This design comes from an exercise in tuning for small area and a short achievable clock period on the open sky130 flow, not from production work.

==> maple: inputs <==
==> flow/design.v (excerpt) <==
module DCT(clk,rst_n,ena,done,
  data_in0,data_in1,data_in2,data_in3,data_in4,data_in5,data_in6,data_in7,
  data_out0,data_out1,data_out2,data_out3,data_out4,data_out5,data_out6,data_out7);
input clk,rst_n,ena;
input signed [8:0] data_in0,data_in1,data_in2,data_in3,data_in4,data_in5,data_in6,data_in7;
output signed [18:0] data_out0,data_out1,data_out2,data_out3,data_out4,data_out5,data_out6,data_out7;
output done;
reg [1:0] vld;
always @(posedge clk or negedge rst_n)
  if (!rst_n) vld <= 0;
  else vld <= {vld[0:0], ena};
assign done = vld[1];
wire [8:0] x0 = data_in0, x1 = data_in1, x2 = data_in2, x3 = data_in3;
wire [8:0] x4 = data_in4, x5 = data_in5, x6 = data_in6, x7 = data_in7;
wire s1, c2;
dct_ha us1 (.a(x0[0]), .b(x7[0]), .s(s1), .co(c2));
wire s3, c4;
dct_ha us3 (.a(x0[1]), .b(x7[1]), .s(s3), .co(c4));
wire s5, c6;
dct_ha us5 (.a(x0[2]), .b(x7[2]), .s(s5), .co(c6));
wire s7, c8;
dct_ha us7 (.a(x0[3]), .b(x7[3]), .s(s7), .co(c8));
wire s9, c10;
dct_ha us9 (.a(x0[4]), .b(x7[4]), .s(s9), .co(c10));
wire s11, c12;
dct_ha us11 (.a(x0[5]), .b(x7[5]), .s(s11), .co(c12));
wire s13, c14;
  ...
==> flow/config.mk <==
export PLATFORM = sky130hd
export DESIGN_NAME = DCT
export DESIGN_NICKNAME = DCT
export VERILOG_FILES = /design/flow/design.v
export SDC_FILE = /design/flow/constraint.sdc
export NUM_CORES = 4
export LEC_CHECK = 0
export CAP_MARGIN = 20
export CORE_MARGIN = 2
export CORE_UTILIZATION = 40
export SLEW_MARGIN = 20
export SYNTH_HIERARCHICAL = 1
export SYNTH_MINIMUM_KEEP_SIZE = 0
==> flow/constraint.sdc <==
create_clock -name core_clock -period 4.5 [get_ports {clk}]
set_input_delay 0.9000 -clock core_clock [delete_from_list [all_inputs] [get_ports {clk}]]
set_output_delay 0.9000 -clock core_clock [all_outputs]
set_load 0.01 [all_outputs]
run.sh (not shown) runs the stock make flow with config.mk's settings and CLKGATE_MAP_FILE= SYNTH_SCRIPT=/design/flow/synth_recipe.tcl, a recipe that flattens the netlist after the stock synthesis.
==> xenon: changes against maple <==
Settings changed: SETUP_SLACK_MARGIN from default to 1.0.
==> violet: changes against maple <==
--- a/flow/design.v
+++ b/flow/design.v
@@ -1,20 +1,20 @@
 module DCT(clk,rst_n,ena,done,
   data_in0,data_in1,data_in2,data_in3,data_in4,data_in5,data_in6,data_in7,
   data_out0,data_out1,data_out2,data_out3,data_out4,data_out5,data_out6,data_out7);
 input clk,rst_n,ena;
 input signed [8:0] data_in0,data_in1,data_in2,data_in3,data_in4,data_in5,data_in6,data_in7;
 output signed [18:0] data_out0,data_out1,data_out2,data_out3,data_out4,data_out5,data_out6,data_out7;
 output done;
-reg [1:0] vld;
+reg [2:0] vld;
 always @(posedge clk or negedge rst_n)
   if (!rst_n) vld <= 0;
-  else vld <= {vld[0:0], ena};
-assign done = vld[1];
+  else vld <= {vld[1:0], ena};
+assign done = vld[2];
 wire [8:0] x0 = data_in0, x1 = data_in1, x2 = data_in2, x3 = data_in3;
 wire [8:0] x4 = data_in4, x5 = data_in5, x6 = data_in6, x7 = data_in7;
 wire s1, c2;
 dct_ha us1 (.a(x0[0]), .b(x7[0]), .s(s1), .co(c2));
 wire s3, c4;
 dct_ha us3 (.a(x0[1]), .b(x7[1]), .s(s3), .co(c4));
 wire s5, c6;
 dct_ha us5 (.a(x0[2]), .b(x7[2]), .s(s5), .co(c6));
@@ -3349,16 +3349,24 @@
 wire y6_q3016 = s2930 ^ y6_q2996;
 wire y6_q3017 = s2932 ^ y6_q2975;
 wire y6_q3018 = s2934 ^ y6_q2999;
 wire y6_q3019 = s2936 ^ y6_q2984;
 wire y6_q3020 = s2938 ^ y6_q3002;
 wire y6_q3021 = s2940 ^ y6_q2978;
 wire y6_q3022 = s2942 ^ y6_q3005;
 wire y6_q3023 = ~rya6[14] ^ y6_q2987;
+reg [15:0] ry0;
+reg [15:0] ry1;
+reg [14:0] ry2;
+reg [15:0] ry3;
+reg [15:0] ry4;
+reg [15:0] ry5;
+reg [14:0] ry6;
+reg [15:0] ry7;
 always @(posedge clk) begin
   ra_p0 <= {p0_q71, p0_q70, p0_q69, p0_q68, p0_q67, p0_q66, p0_q65, p0_q64, p0_q63, s1};
   ra_p1 <= {p1_q142, p1_q141, p1_q140, p1_q139, p1_q138, p1_q137, p1_q136, p1_q135, p1_q134, s72};
   ra_p2 <= {p2_q213, p2_q212, p2_q211, p2_q210, p2_q209, p2_q208, p2_q207, p2_q206, p2_q205, s143};
   ra_p3 <= {p3_q284, p3_q283, p3_q282, p3_q281, p3_q280, p3_q279, p3_q278, p3_q277, p3_q276, s214};
   ra_m0 <= {m0_q365, m0_q364, m0_q363, m0_q362, m0_q361, m0_q360, m0_q359, m0_q358, m0_q357, s286};
   ra_m1 <= {m1_q446, m1_q445, m1_q444, m1_q443, m1_q442, m1_q441, m1_q440, m1_q439, m1_q438, s367};
   ra_m2 <= {m2_q527, m2_q526, m2_q525, m2_q524, m2_q523, m2_q522, m2_q521, m2_q520, m2_q519, s448};
@@ -3374,32 +3382,40 @@
   rya0 <= {p03_q685, s1748, s1745, c1740, c1738, c1736, c1734, c1732, c1730, c1728, c1726, c1724, c1722, s1695, s609};
   ryb0 <= {c1749, c1746, c1743, s1742, s1739, s1737, s1735, s1733, s1731, s1729, s1727, s1725, s1723, s1721, s686};
   rya4 <= {c1890, s1889, s1886, c1881, c1878, c1875, c1872, c1869, c1866, c1863, c1860, c1857, c1854, c1852, s1815, s609};
   ryb4 <= {c1887, c1884, s1883, s1880, s1877, s1874, s1871, s1868, s1865, s1862, s1859, s1856, s1853, s1851, s686};
   rya2 <= {m03_q850, m03_q849, c1943, c1940, c1938, c1936, c1934, c1932, c1930, c1927, c1924, c1922, m12_q929, s764};
   ryb2 <= {m03_q849, c1945, s1944, s1942, s1939, s1937, s1935, s1933, s1931, s1929, s1926, s1923, s1921, s852};
   rya6 <= {c2015, s2014, s2011, c2007, c2004, c2002, c2000, c1998, c1996, c1994, c1992, c1990, c1988, m12_q929, s764};
   ryb6 <= {c2012, c2010, s2009, s2006, s2003, s2001, s1999, s1997, s1995, s1993, s1991, s1989, s1987, s852};
+  ry0 <= {y0_q2647, y0_q2662, y0_q2661, y0_q2660, y0_q2659, y0_q2658, y0_q2657, y0_q2656, y0_q2655, y0_q2654, y0_q2653, y0_q2652, y0_q2651, y0_q2650, y0_q2649, s2539};
+  ry1 <= {y1_q2124, y1_q2139, y1_q2138, y1_q2137, y1_q2136, y1_q2135, y1_q2134, y1_q2133, y1_q2132, y1_q2131, y1_q2130, y1_q2129, y1_q2128, y1_q2127, y1_q2126, s2016};
+  ry2 <= {y2_q2881, y2_q2913, y2_q2912, y2_q2911, y2_q2910, y2_q2909, y2_q2908, y2_q2907, y2_q2906, y2_q2905, y2_q2904, y2_q2903, y2_q2902, y2_q2901, s2808};
+  ry3 <= {y3_q2278, y3_q2277, y3_q2276, y3_q2275, y3_q2274, y3_q2273, y3_q2272, y3_q2271, y3_q2270, y3_q2269, y3_q2268, y3_q2267, y3_q2266, y3_q2265, y3_q2264, s2140};
+  ry4 <= {y4_q2805, y4_q2804, y4_q2803, y4_q2802, y4_q2801, y4_q2800, y4_q2799, y4_q2798, y4_q2797, y4_q2796, y4_q2795, y4_q2794, y4_q2793, y4_q2792, y4_q2791, s2665};
+  ry5 <= {y5_q2403, y5_q2402, y5_q2401, y5_q2400, y5_q2399, y5_q2398, y5_q2397, y5_q2396, y5_q2395, y5_q2394, y5_q2393, y5_q2392, y5_q2391, y5_q2390, y5_q2389, s2279};
+  ry6 <= {y6_q3023, y6_q3022, y6_q3021, y6_q3020, y6_q3019, y6_q3018, y6_q3017, y6_q3016, y6_q3015, y6_q3014, y6_q3013, y6_q3012, y6_q3011, y6_q3010, s2916};
+  ry7 <= {y7_q2538, y7_q2537, y7_q2536, y7_q2535, y7_q2534, y7_q2533, y7_q2532, y7_q2531, y7_q2530, y7_q2529, y7_q2528, y7_q2527, y7_q2526, y7_q2525, y7_q2524, s2404};
 end
-wire [15:0] yo0 = {~y0_q2647, y0_q2662, y0_q2661, y0_q2660, y0_q2659, y0_q2658, y0_q2657, y0_q2656, y0_q2655, y0_q2654, y0_q2653, y0_q2652, y0_q2651, y0_q2650, y0_q2649, s2539};
+wire [15:0] yo0 = {~ry0[15], ry0[14], ry0[13], ry0[12], ry0[11], ry0[10], ry0[9], ry0[8], ry0[7], ry0[6], ry0[5], ry0[4], ry0[3], ry0[2], ry0[1], ry0[0]};
 assign data_out0 = {{3{yo0[15]}}, yo0};
-wire [15:0] yo1 = {~y1_q2124, y1_q2139, y1_q2138, y1_q2137, y1_q2136, y1_q2135, y1_q2134, y1_q2133, y1_q2132, y1_q2131, y1_q2130, y1_q2129, y1_q2128, y1_q2127, y1_q2126, s2016};
+wire [15:0] yo1 = {~ry1[15], ry1[14], ry1[13], ry1[12], ry1[11], ry1[10], ry1[9], ry1[8], ry1[7], ry1[6], ry1[5], ry1[4], ry1[3], ry1[2], ry1[1], ry1[0]};
 assign data_out1 = {{3{yo1[15]}}, yo1};
-wire [15:0] yo2 = {~y2_q2881, y2_q2913, y2_q2912, y2_q2911, y2_q2910, y2_q2909, y2_q2908, y2_q2907, y2_q2906, y2_q2905, y2_q2904, y2_q2903, y2_q2902, y2_q2901, s2808, 1'b0};
+wire [15:0] yo2 = {~ry2[14], ry2[13], ry2[12], ry2[11], ry2[10], ry2[9], ry2[8], ry2[7], ry2[6], ry2[5], ry2[4], ry2[3], ry2[2], ry2[1], ry2[0], 1'b0};
 assign data_out2 = {{3{yo2[15]}}, yo2};
-wire [15:0] yo3 = {y3_q2278, y3_q2277, y3_q2276, y3_q2275, y3_q2274, y3_q2273, y3_q2272, y3_q2271, y3_q2270, y3_q2269, y3_q2268, y3_q2267, y3_q2266, y3_q2265, y3_q2264, s2140};
+wire [15:0] yo3 = {ry3[15], ry3[14], ry3[13], ry3[12], ry3[11], ry3[10], ry3[9], ry3[8], ry3[7], ry3[6], ry3[5], ry3[4], ry3[3], ry3[2], ry3[1], ry3[0]};
 assign data_out3 = {{3{yo3[15]}}, yo3};
-wire [15:0] yo4 = {y4_q2805, y4_q2804, y4_q2803, y4_q2802, y4_q2801, y4_q2800, y4_q2799, y4_q2798, y4_q2797, y4_q2796, y4_q2795, y4_q2794, y4_q2793, y4_q2792, y4_q2791, s2665};
+wire [15:0] yo4 = {ry4[15], ry4[14], ry4[13], ry4[12], ry4[11], ry4[10], ry4[9], ry4[8], ry4[7], ry4[6], ry4[5], ry4[4], ry4[3], ry4[2], ry4[1], ry4[0]};
 assign data_out4 = {{3{yo4[15]}}, yo4};
-wire [15:0] yo5 = {y5_q2403, y5_q2402, y5_q2401, y5_q2400, y5_q2399, y5_q2398, y5_q2397, y5_q2396, y5_q2395, y5_q2394, y5_q2393, y5_q2392, y5_q2391, y5_q2390, y5_q2389, s2279};
+wire [15:0] yo5 = {ry5[15], ry5[14], ry5[13], ry5[12], ry5[11], ry5[10], ry5[9], ry5[8], ry5[7], ry5[6], ry5[5], ry5[4], ry5[3], ry5[2], ry5[1], ry5[0]};
 assign data_out5 = {{3{yo5[15]}}, yo5};
-wire [15:0] yo6 = {y6_q3023, y6_q3022, y6_q3021, y6_q3020, y6_q3019, y6_q3018, y6_q3017, y6_q3016, y6_q3015, y6_q3014, y6_q3013, y6_q3012, y6_q3011, y6_q3010, s2916, 1'b0};
+wire [15:0] yo6 = {ry6[14], ry6[13], ry6[12], ry6[11], ry6[10], ry6[9], ry6[8], ry6[7], ry6[6], ry6[5], ry6[4], ry6[3], ry6[2], ry6[1], ry6[0], 1'b0};
 assign data_out6 = {{3{yo6[15]}}, yo6};
-wire [15:0] yo7 = {y7_q2538, y7_q2537, y7_q2536, y7_q2535, y7_q2534, y7_q2533, y7_q2532, y7_q2531, y7_q2530, y7_q2529, y7_q2528, y7_q2527, y7_q2526, y7_q2525, y7_q2524, s2404};
+wire [15:0] yo7 = {ry7[15], ry7[14], ry7[13], ry7[12], ry7[11], ry7[10], ry7[9], ry7[8], ry7[7], ry7[6], ry7[5], ry7[4], ry7[3], ry7[2], ry7[1], ry7[0]};
 assign data_out7 = {{3{yo7[15]}}, yo7};
 endmodule
 module dct_fa(a, b, c, s, co);
 input a, b, c;
 output s, co;
 assign s = a ^ b ^ c;
 assign co = (a & b) | (a & c) | (b & c);
 endmodule
==> notes <==
Between xenon and maple, the lower sequential share of layout area is in xenon (gap 1.7 points). Between violet and maple, the lower clock skew is in violet (gap 0.0029 ns). In violet the area after synthesis is higher than in maple, by 7.9%. In synthesized cell count, maple and xenon do not differ. The lowest global-route usage belongs to violet, the highest to xenon. Critical path depth: violet is higher than maple (1). In die area, maple and xenon do not differ. The lowest cell count belongs to maple, the highest to violet.
No run of this note included a check of the RTL's function; only the layout flow was run.

port drivers added, routing unchanged:
No port has a modelled driver above. Below, the same layouts with a new extraction and two added sets of constraints. Step 1 sets driving cells, clkbuf_16 on the clock port and buf_2 on the other inputs (assumed; they add their load-dependent delay and slew). Step 2 times the ports against the registers' clock, not the clock port: input delays grow and output delays shrink by t, the midpoint of the rising clock arrivals with the driver on. a / b / c = ideal ports / drivers / drivers and shift; a / b = the first two.
run	t, ns	setup slack, ns	worst hold slack (ns)	worst register clock-pin slew, ns	worst slew at a driven data input, ns
maple	0.619	0.184 / 0.128 / 0.500	0.359 / 0.359 / 0.359	0.06 / 0.06	0.13
xenon	0.609	0.363 / 0.306 / 0.763	0.362 / 0.362 / 0.362	0.06 / 0.06	0.10
violet	0.659	0.488 / 0.488 / 0.488	0.347 / 0.347 / 0.347	0.06 / 0.06	0.13
After both steps setup and hold are still met in every run listed.
